This is an optimization exercise on Yosys and OpenROAD, whose aim is small area, not a production implementation.
Function was checked by simulation only, so behaviour that the tests miss may differ from the original.
Power is estimated from default activity; no workload was simulated.

## mtm_Alu
module mtm_Alu (
    input  clk,
    input  rst_n,
    input  sin,
    output sout
);
  reg [5:0] ph;
  always @(posedge clk) ph <= ph + 6'd1;
  wire tick = (ph[3:0] == 4'd15);
  reg  [63:0] ring;
  reg [3:0] bc;        
  reg [3:0] fc;        
  reg       h;         
  reg [3:0] c4;        
  reg [2:0] op;
  reg [1:0] e;         
  wire      dead = |e;
  wire      cmd  = fc[3];
  wire s_type = tick & (bc == 4'd14);
  wire s_pay  = tick & ((bc == 4'd15) | (bc <= 4'd6));    
  wire s_stop = tick & (bc == 4'd7);
  wire fb4    = c4[3] ^ sin;
  wire [3:0] c4n = {c4[2:0], 1'b0} ^ {2'b00, fb4, fb4};
  reg cy;
  reg fN, fZ, fC, fV;
  wire run = cmd & (ph[5:4] == 2'd3 ? (bc >= 4'd3 && bc <= 4'd6) :
                    ph[5:4] == 2'd0 ? (bc >= 4'd4 && bc <= 4'd7) : 1'b0);
  wire a   = ring[15];
  wire b   = ring[47];
  wire i0  = (ph == 6'd48);
  wire i31 = (ph == 6'd15);
  wire cin = i0 ? op[0] : cy;
  wire bb  = b ^ op[0];
  wire s   = a ^ bb ^ cin;
  wire co  = (a & bb) | (a & cin) | (bb & cin);
  wire r   = op[2] ? s : (op[0] ? (a | b) : (a & b));
  ...
For scale: roughly 110 flip-flops, ~4000 sq um of cells after synthesis.
Settings: LEC_CHECK=0, CAP_MARGIN=20, CORE_MARGIN=2, CORE_UTILIZATION=40, CTS_BUF_LIST=sky130_fd_sc_hd__clkbuf_8, SLEW_MARGIN=20; clock period 10.0 ns.
standard.sh (not shown) runs the stock make flow with config.mk's settings and CLKGATE_MAP_FILE= SYNTH_SCRIPT=/design/flow/synth_recipe.tcl, a recipe that flattens the netlist after the stock synthesis.
==> flow/flow/run.sh <==
#!/bin/bash
# Standard layout, with clock tree synthesis told not to add dummy loads.
set -euo pipefail
export CTS_ARGS="-sink_clustering_enable -repair_clock_nets -buf_list sky130_fd_sc_hd__clkbuf_8 -dont_use_dummy_load"
bash standard.sh > standard.log 2>&1
Edit:
==> flow/flow/run.sh (replaced) <==
#!/bin/bash
# Standard layout, with a flatter clock tree: large clusters, no dummy loads.
set -euo pipefail
export CTS_ARGS="-sink_clustering_enable -repair_clock_nets -buf_list sky130_fd_sc_hd__clkbuf_16 -root_buf sky130_fd_sc_hd__clkbuf_16 -sink_clustering_size 100 -sink_clustering_max_diameter 500 -dont_use_dummy_load"
bash standard.sh > standard.log 2>&1
Flip-flop and latch count stays the same.
Wire length rises by 1.2%.
Total power rises by 13%.
Register-to-register slack degrades by 30 ps.
Worst setup slack degrades by 26 ps.
Hold slack improves by 3.0 ps.
Final area rises by 2.4%.
Clock-buffer cell count does not change.
Edit:
==> flow/flow/run.sh (replaced) <==
#!/bin/bash
# The standard layout (standard.sh), with three changes:
#  - synthesis maps logic with an area-oriented ABC script (ORFS's ABC_AREA
#    path, its script replaced by two rounds of "strash; dch; map -a"),
#  - no adder extraction (ADDER_MAP_FILE empty), so counters are left to ABC,
#  - clock tree synthesis adds no dummy loads.
# Registers come out of synthesis exactly as in the standard flow: ABC and the
# adder step only touch combinational logic.
set -euo pipefail
here=$PWD
rm -rf "$here/scripts_area"
cp -r "$FLOW_HOME/scripts" "$here/scripts_area"
printf 'strash\ndch\nmap -a\nstrash\ndch\nmap -a\n' > "$here/scripts_area/abc_area.script"
export SCRIPTS_DIR="$here/scripts_area"
export ADDER_MAP_FILE=
export ABC_AREA=1
export CTS_ARGS="-sink_clustering_enable -repair_clock_nets -buf_list sky130_fd_sc_hd__clkbuf_8 -dont_use_dummy_load"
bash standard.sh > standard.log 2>&1
CORE_UTILIZATION = 65   (was 40)
Outcome: Count of clock-buffer cells in the layout stays the same. Clock power goes down by 31%. Power goes up by 14%. Flip-flop and latch count stays the same. Via count goes up by 1.8%. Sequential power rises by 10%.
Edit:
--- a/flow/flow/run.sh
+++ b/flow/flow/run.sh
@@ -16,3 +16,3 @@
 export ABC_AREA=1
-export CTS_ARGS="-sink_clustering_enable -repair_clock_nets -buf_list sky130_fd_sc_hd__clkbuf_8 -dont_use_dummy_load"
+export CTS_ARGS="-repair_clock_nets -buf_list sky130_fd_sc_hd__clkbuf_8 -dont_use_dummy_load"
 bash standard.sh > standard.log 2>&1
CORE_UTILIZATION = 40   (was 65)
Effect: The new run passed the timing, design-rule and antenna checks. Clock-buffer cell count stays the same. Setup slack is better by 86 ps. Synthesized area does not change.

---

mtm_Alu again, from the RTL that the note above started with.
clock: 10.0 ns
lec_check: 0
cap_margin: 20
core_margin: 2
core_utilization: 40
cts_buf_list: sky130_fd_sc_hd__clkbuf_8
slew_margin: 20
==> flow/flow/run.sh <==
#!/bin/bash
# The standard layout (standard.sh), with three changes:
#  - synthesis maps logic with an area-oriented ABC script (ORFS's ABC_AREA
#    path, its script replaced by two rounds of "strash; dch; map -a"),
#  - no adder extraction (ADDER_MAP_FILE empty), so counters are left to ABC,
#  - clock tree synthesis adds no dummy loads.
# Registers come out of synthesis exactly as in the standard flow: ABC and the
# adder step only touch combinational logic.
set -euo pipefail
here=$PWD
rm -rf "$here/scripts_area"
cp -r "$FLOW_HOME/scripts" "$here/scripts_area"
printf 'strash\ndch\nmap -a\nstrash\ndch\nmap -a\n' > "$here/scripts_area/abc_area.script"
export SCRIPTS_DIR="$here/scripts_area"
export ADDER_MAP_FILE=
export ABC_AREA=1
export CTS_ARGS="-sink_clustering_enable -repair_clock_nets -buf_list sky130_fd_sc_hd__clkbuf_8 -dont_use_dummy_load -sink_clustering_size 50 -sink_clustering_max_diameter 300"
bash standard.sh > standard.log 2>&1
The baseline went through all stages and came out clean.
Change:
==> flow/flow/run.sh (replaced) <==
#!/bin/bash
# The standard layout (standard.sh), with these changes:
#  - synthesis maps logic with an area-oriented ABC script (ORFS's ABC_AREA
#    path, with its script replaced by the one below),
#  - no adder extraction (ADDER_MAP_FILE empty), so counters are left to ABC,
#  - the port buffers are the smallest buffer, sky130_fd_sc_hd__buf_1,
#  - clock tree synthesis adds no dummy loads.
# Registers come out of synthesis exactly as in the standard flow: ABC and the
# adder step only touch combinational logic.
set -euo pipefail
here=$PWD
rm -rf "$here/scripts_area"
cp -r "$FLOW_HOME/scripts" "$here/scripts_area"
printf 'strash\ndch\nmap -a\nstrash\n&get -n\n&dch\n&nf -a -R 100\n&put\n' > "$here/scripts_area/abc_area.script"
export SCRIPTS_DIR="$here/scripts_area"
export ADDER_MAP_FILE=
export ABC_AREA=1
export BUFFER_PORTS_ARGS="-buffer_cell sky130_fd_sc_hd__buf_1"
export CTS_ARGS="-sink_clustering_enable -repair_clock_nets -buf_list sky130_fd_sc_hd__clkbuf_4 -root_buf sky130_fd_sc_hd__clkbuf_8 -dont_use_dummy_load"
bash standard.sh > standard.log 2>&1
Effect: The new run produced a clean layout. Critical path depth decreases by 8. Clock skew fell by 9.5 ps. Core utilization is about the same. Power goes down by 6.7%.
Change:
==> flow/flow/run.sh (replaced) <==
#!/bin/bash
# The standard layout (standard.sh), with three changes:
#  - synthesis maps logic with an area-oriented ABC script (ORFS's ABC_AREA
#    path, its script replaced by two rounds of "strash; dch; map -a"),
#  - no adder extraction (ADDER_MAP_FILE empty), so counters are left to ABC,
#  - clock tree synthesis adds no dummy loads.
# Registers come out of synthesis exactly as in the standard flow: ABC and the
# adder step only touch combinational logic.
set -euo pipefail
here=$PWD
rm -rf "$here/scripts_area"
cp -r "$FLOW_HOME/scripts" "$here/scripts_area"
printf 'strash\ndch\nmap -a\nstrash\ndch\nmap -a\n' > "$here/scripts_area/abc_area.script"
export SCRIPTS_DIR="$here/scripts_area"
export ADDER_MAP_FILE=
export ABC_AREA=1
export CTS_ARGS="-sink_clustering_enable -repair_clock_nets -buf_list sky130_fd_sc_hd__clkbuf_8 -dont_use_dummy_load"
bash standard.sh > standard.log 2>&1
The new run finished with timing, DRC and antenna clean.
Sequential cell count does not change.
Total power goes up by 7.1%.
Critical path depth goes up by 8.
Worst hold slack gains 7.6 ps.
Clock-buffer cell count does not change.
Change:
Settings changed: CORE_UTILIZATION 40 to 80, PLACE_DENSITY set to 0.9.
After rerunning:
- flip-flop and latch count is unchanged
- synthesized cell count is unchanged
- power grows by 3.4%
- final cell count is lower by 11%
- via count grows by 17%

---

raven:
The RTL this note starts from:
==> flow/design.v <==
module mtm_Alu (
    input  clk,
    input  rst_n,
    input  sin,
    output sout
);
  reg [5:0] ph;
  always @(posedge clk) ph <= ph + 6'd1;
  wire tick = (ph[3:0] == 4'd15);
  reg  [63:0] ring;
  reg [3:0] bc;        
  reg [3:0] fc;        
  reg       h;         
  reg [3:0] c4;        
  reg [2:0] op;
  reg  [2:0] tfc;      
  wire      dead = tfc[2] & (tfc[1] | tfc[0]);
  wire      cmd  = fc[3];
  wire s_type = tick & (bc == 4'd14);
  wire s_pay  = tick & ((bc == 4'd15) | (bc <= 4'd6));    
  wire s_stop = tick & (bc == 4'd7);
  wire fb4    = c4[3] ^ sin;
  wire [3:0] c4n = {c4[2:0], 1'b0} ^ {2'b00, fb4, fb4};
  reg cy;              
  reg fZ;
  wire run = cmd & (ph[5:4] == 2'd3 ? (bc >= 4'd3 && bc <= 4'd6) :
                    ph[5:4] == 2'd0 ? (bc >= 4'd4 && bc <= 4'd7) : 1'b0);
  wire a   = ring[15];
  wire b   = ring[47];
  wire i0  = (ph == 6'd48);
  wire i31 = (ph == 6'd15);
  wire cin = i0 ? op[0] : cy;
  wire bb  = b ^ op[0];
  wire s   = a ^ bb ^ cin;
  wire co  = (a & bb) | (a & cin) | (bb & cin);
  wire r   = op[2] ? s : (op[0] ? (a | b) : (a & b));
  wire       dwr = ~cmd & ~bc[3] & (ph[3:0] == ~{fc[0], bc[2:0]});
  wire [1:0] dsel = fc[2:1] + ph[5:4] + 2'd1;
  wire [3:0] we;
  assign we[0] = dwr & (dsel == 2'd0);
  assign we[1] = dwr & (dsel == 2'd1);
  assign we[2] = dwr & (dsel == 2'd2);
  assign we[3] = (dwr & (dsel == 2'd3)) | run;
  wire din = run ? r : h;
  genvar g;
  generate
    for (g = 0; g < 64; g = g + 1) begin : rg
      if (g % 16 == 0) begin : ins
        always @(posedge clk) ring[g] <= we[g / 16] ? din : ring[(g + 63) % 64];
      end else begin : sh
        always @(posedge clk) ring[g] <= ring[g - 1];
      end
    end
  endgenerate
  reg [3:0] tbc;       
  reg       so;
  reg [2:0] c3;        
  wire ttick = (ph[2:0] == 3'd7) & (ph[3] ^ tfc[0]);
  wire txgo  = ((tbc == 4'd12) & ((tfc != 3'd0) | (ph[5:4] == 2'd0))) |
               ((tbc == 4'd14) & dead);
  reg tap;
  always @(*)
    case (tbc[2:0])
      3'd0: tap = ring[15];
      3'd1: tap = ring[32];
      3'd2: tap = ring[49];
      3'd3: tap = ring[2];
      3'd4: tap = ring[19];
      3'd5: tap = ring[36];
      3'd6: tap = ring[53];
      default: tap = ring[6];
    endcase
  reg pv;              
  always @(*) begin
    if (!tfc[2]) pv = tap;
    else if (dead)
      case (tbc[2:0])
        3'd0, 3'd7: pv = 1'b1;
        3'd1, 3'd4: pv = tfc[1] & tfc[0];
        3'd2, 3'd5: pv = tfc[1] & op[1];
        default:    pv = ~tfc[1];
      endcase
    else
      case (tbc[2:0])
        3'd0:    pv = 1'b1;
        3'd1:    pv = op[2];
        3'd2:    pv = fZ;
        3'd3:    pv = op[0];
        3'd4:    pv = cy;
        default: pv = c3[1];
      endcase
  end
  wire fb3 = c3[2] ^ so;
  always @(posedge clk) begin
    if (!rst_n) begin
      bc   <= 4'd8;
      fc   <= 4'd0;
      c4   <= 4'd0;
    end else begin
      if (tick) begin
        if (bc != 4'd8) bc <= bc + 4'd1;
        else if (!sin && !dead) bc <= 4'd14;
      end
      if (!dead) begin
        if (s_stop) fc <= cmd ? 4'd0 : fc + 4'd1;
        if (s_pay) begin
          c4 <= c4n;
        end
      end
    end
  end
  always @(posedge clk) if (s_pay && !cmd) h <= sin;
  always @(posedge clk) begin
    if (s_pay && cmd && bc <= 4'd2) op <= {op[1:0], sin};
    if (run) begin
      fZ <= (i0 | fZ) & ~r;
      if (i31) begin
        op[2] <= r;
        op[0] <= op[2] & (co ^ op[0]);
        cy    <= op[2] & ~b & (a ^ s) & ~(a ^ op[0]);
      end else cy <= co;
    end
  end
  wire e_frm = ~dead & ((s_type & (sin ^ cmd)) | (s_pay & cmd & (bc == 4'd15) & ~sin));
  wire c0    = ~dead & s_pay & cmd & (bc == 4'd6);
  always @(posedge clk) begin
    if (!rst_n) begin
      tbc <= 4'd14;
      tfc <= 3'd0;
      so  <= 1'b1;
    end else if (e_frm) begin
      tfc <= 3'd5;
    end else if (c0) begin
      if (c4n != 4'd0) tfc <= 3'd7;
      else if (op[1]) tfc <= 3'd6;
      else begin
        tbc <= 4'd12;
        tfc <= 3'd0;
      end
    end else if (ttick) begin
      case (tbc)
        4'd12, 4'd14: if (txgo) begin
          tbc <= 4'd15;
          so  <= 1'b0;
        end
        4'd13: ;
        4'd15: begin
          tbc <= 4'd0;
          so  <= tfc[2];
        end
        4'd8: begin
          tbc <= 4'd9;
          so  <= 1'b1;
        end
        4'd9: begin
          if (tfc[2]) tbc <= dead ? 4'd13 : 4'd14;
          else begin
            tbc <= 4'd12;
            tfc <= tfc + 3'd1;
          end
        end
        default: begin
          tbc <= tbc + 4'd1;
          so  <= pv;
        end
      endcase
    end
  end
  always @(posedge clk) begin
    if (!rst_n) c3 <= 3'd0;
    else if (ttick && tbc >= 4'd1 && tbc <= 4'd8) c3 <= {c3[1], c3[0] ^ fb3, fb3};
  end
  assign sout = so;
endmodule
Settings: LEC_CHECK=0, CAP_MARGIN=20, CORE_MARGIN=2, CORE_UTILIZATION=40, CTS_BUF_LIST=sky130_fd_sc_hd__clkbuf_8, SLEW_MARGIN=20; clock period 10.0 ns.
==> flow/flow/run.sh <==
#!/bin/bash
# The standard layout (standard.sh), with these changes:
#  - synthesis maps logic with an area-oriented ABC script (ORFS's ABC_AREA
#    path, with its script replaced by the one below: 20 s of &deepsyn on
#    the AIG, then area mapping),
#  - no adder extraction (ADDER_MAP_FILE empty), so counters are left to ABC,
#  - the port buffers are the smallest buffer, sky130_fd_sc_hd__buf_1,
#  - clock tree synthesis adds no dummy loads.
# Registers come out of synthesis exactly as in the standard flow: ABC and the
# adder step only touch combinational logic.
set -euo pipefail
here=$PWD
rm -rf "$here/scripts_area"
cp -r "$FLOW_HOME/scripts" "$here/scripts_area"
printf 'strash\n&get -n\n&deepsyn -T 20\n&put\ndch\nmap -a\nstrash\n&get -n\n&dch\n&nf -a -R 100\n&put\n' > "$here/scripts_area/abc_area.script"
export SCRIPTS_DIR="$here/scripts_area"
export ADDER_MAP_FILE=
export ABC_AREA=1
export BUFFER_PORTS_ARGS="-buffer_cell sky130_fd_sc_hd__buf_1"
export CTS_ARGS="-sink_clustering_enable -repair_clock_nets -buf_list sky130_fd_sc_hd__clkbuf_4 -root_buf sky130_fd_sc_hd__clkbuf_8 -sink_clustering_size 10 -sink_clustering_max_diameter 40 -dont_use_dummy_load"
bash standard.sh > standard.log 2>&1
The inputs of tundra differ from those of raven as listed below.
diff --git a/flow/flow/run.sh b/flow/flow/run.sh
--- a/flow/flow/run.sh
+++ b/flow/flow/run.sh
@@ -18,4 +18,4 @@
 export ABC_AREA=1
 export BUFFER_PORTS_ARGS="-buffer_cell sky130_fd_sc_hd__buf_1"
-export CTS_ARGS="-sink_clustering_enable -repair_clock_nets -buf_list sky130_fd_sc_hd__clkbuf_4 -root_buf sky130_fd_sc_hd__clkbuf_8 -sink_clustering_size 10 -sink_clustering_max_diameter 40 -dont_use_dummy_load"
+export CTS_ARGS="-sink_clustering_enable -repair_clock_nets -buf_list sky130_fd_sc_hd__clkbuf_8 -dont_use_dummy_load"
 bash standard.sh > standard.log 2>&1
[summary]
Comparing raven against tundra, there is no change at all in sum of buffers and inverters on the critical path.
Going from raven to tundra, share of the core filled with cells in the final layout ~0 delta; final cell area excluding filler cells comparable; worst hold margin roughly the same.
~same path length in cells of the critical path in raven and tundra
From raven to tundra the numbers moved as follows: number of instances in the synthesized netlist roughly the same; count of final setup violators barely changed; transition time of the tightest slew-check pin about even; chip width flat; routed length on met1 shows no meaningful change.
As far as via density per instance goes, raven and tundra are indistinguishable; the numbers are identical.

## what the ideal ports hide
In the flow no input, the clock included, has a driving cell. The finished layouts below were timed again as built, in two steps. Step 1: set_driving_cell puts a clkbuf_16 on clk and a buf_2 on each other input, an assumption about the parent block. Step 2 times the ports against the registers' clock, not the clock port: input delays grow and output delays shrink by t, the midpoint of the rising clock arrivals with the driver on. a / b / c = no drivers / after step 1 / after step 2; a / b = the first two.
run | t, ns | slack for setup (ns) | latest minus earliest clock arrival (ns) | worst slew at a driven data input, ns
the first run of note 1 | 0.377 | 5.717 / 5.725 / 5.348 | 0.036 / 0.036 | 0.03
the second run of note 1 | 0.367 | 5.692 / 5.708 / 5.341 | 0.023 / 0.023 | 0.03
the third run of note 1 | 0.373 | 6.000 / 6.003 / 5.630 | 0.025 / 0.025 | 0.03
the fourth run of note 1 | 0.383 | 6.086 / 6.094 / 5.711 | 0.036 / 0.036 | 0.03
the first run of note 2 | 0.383 | 6.086 / 6.094 / 5.711 | 0.036 / 0.036 | 0.03
the second run of note 2 | 0.381 | 6.326 / 6.336 / 5.955 | 0.027 / 0.026 | 0.03
the third run of note 2 | 0.383 | 6.086 / 6.094 / 5.711 | 0.036 / 0.036 | 0.03
the fourth run of note 2 | 0.379 | 5.802 / 5.799 / 5.420 | 0.013 / 0.014 | 0.04
raven | 0.372 | 6.745 / 6.751 / 6.379 | 0.030 / 0.030 | 0.03
tundra | 0.372 | 6.745 / 6.751 / 6.379 | 0.030 / 0.030 | 0.03
After both steps setup and hold are still met in every run listed. For the fourth run of note 2, which loses most, drivers alone change the setup slack by -0.003 ns; drivers and shift together by -0.382 ns.
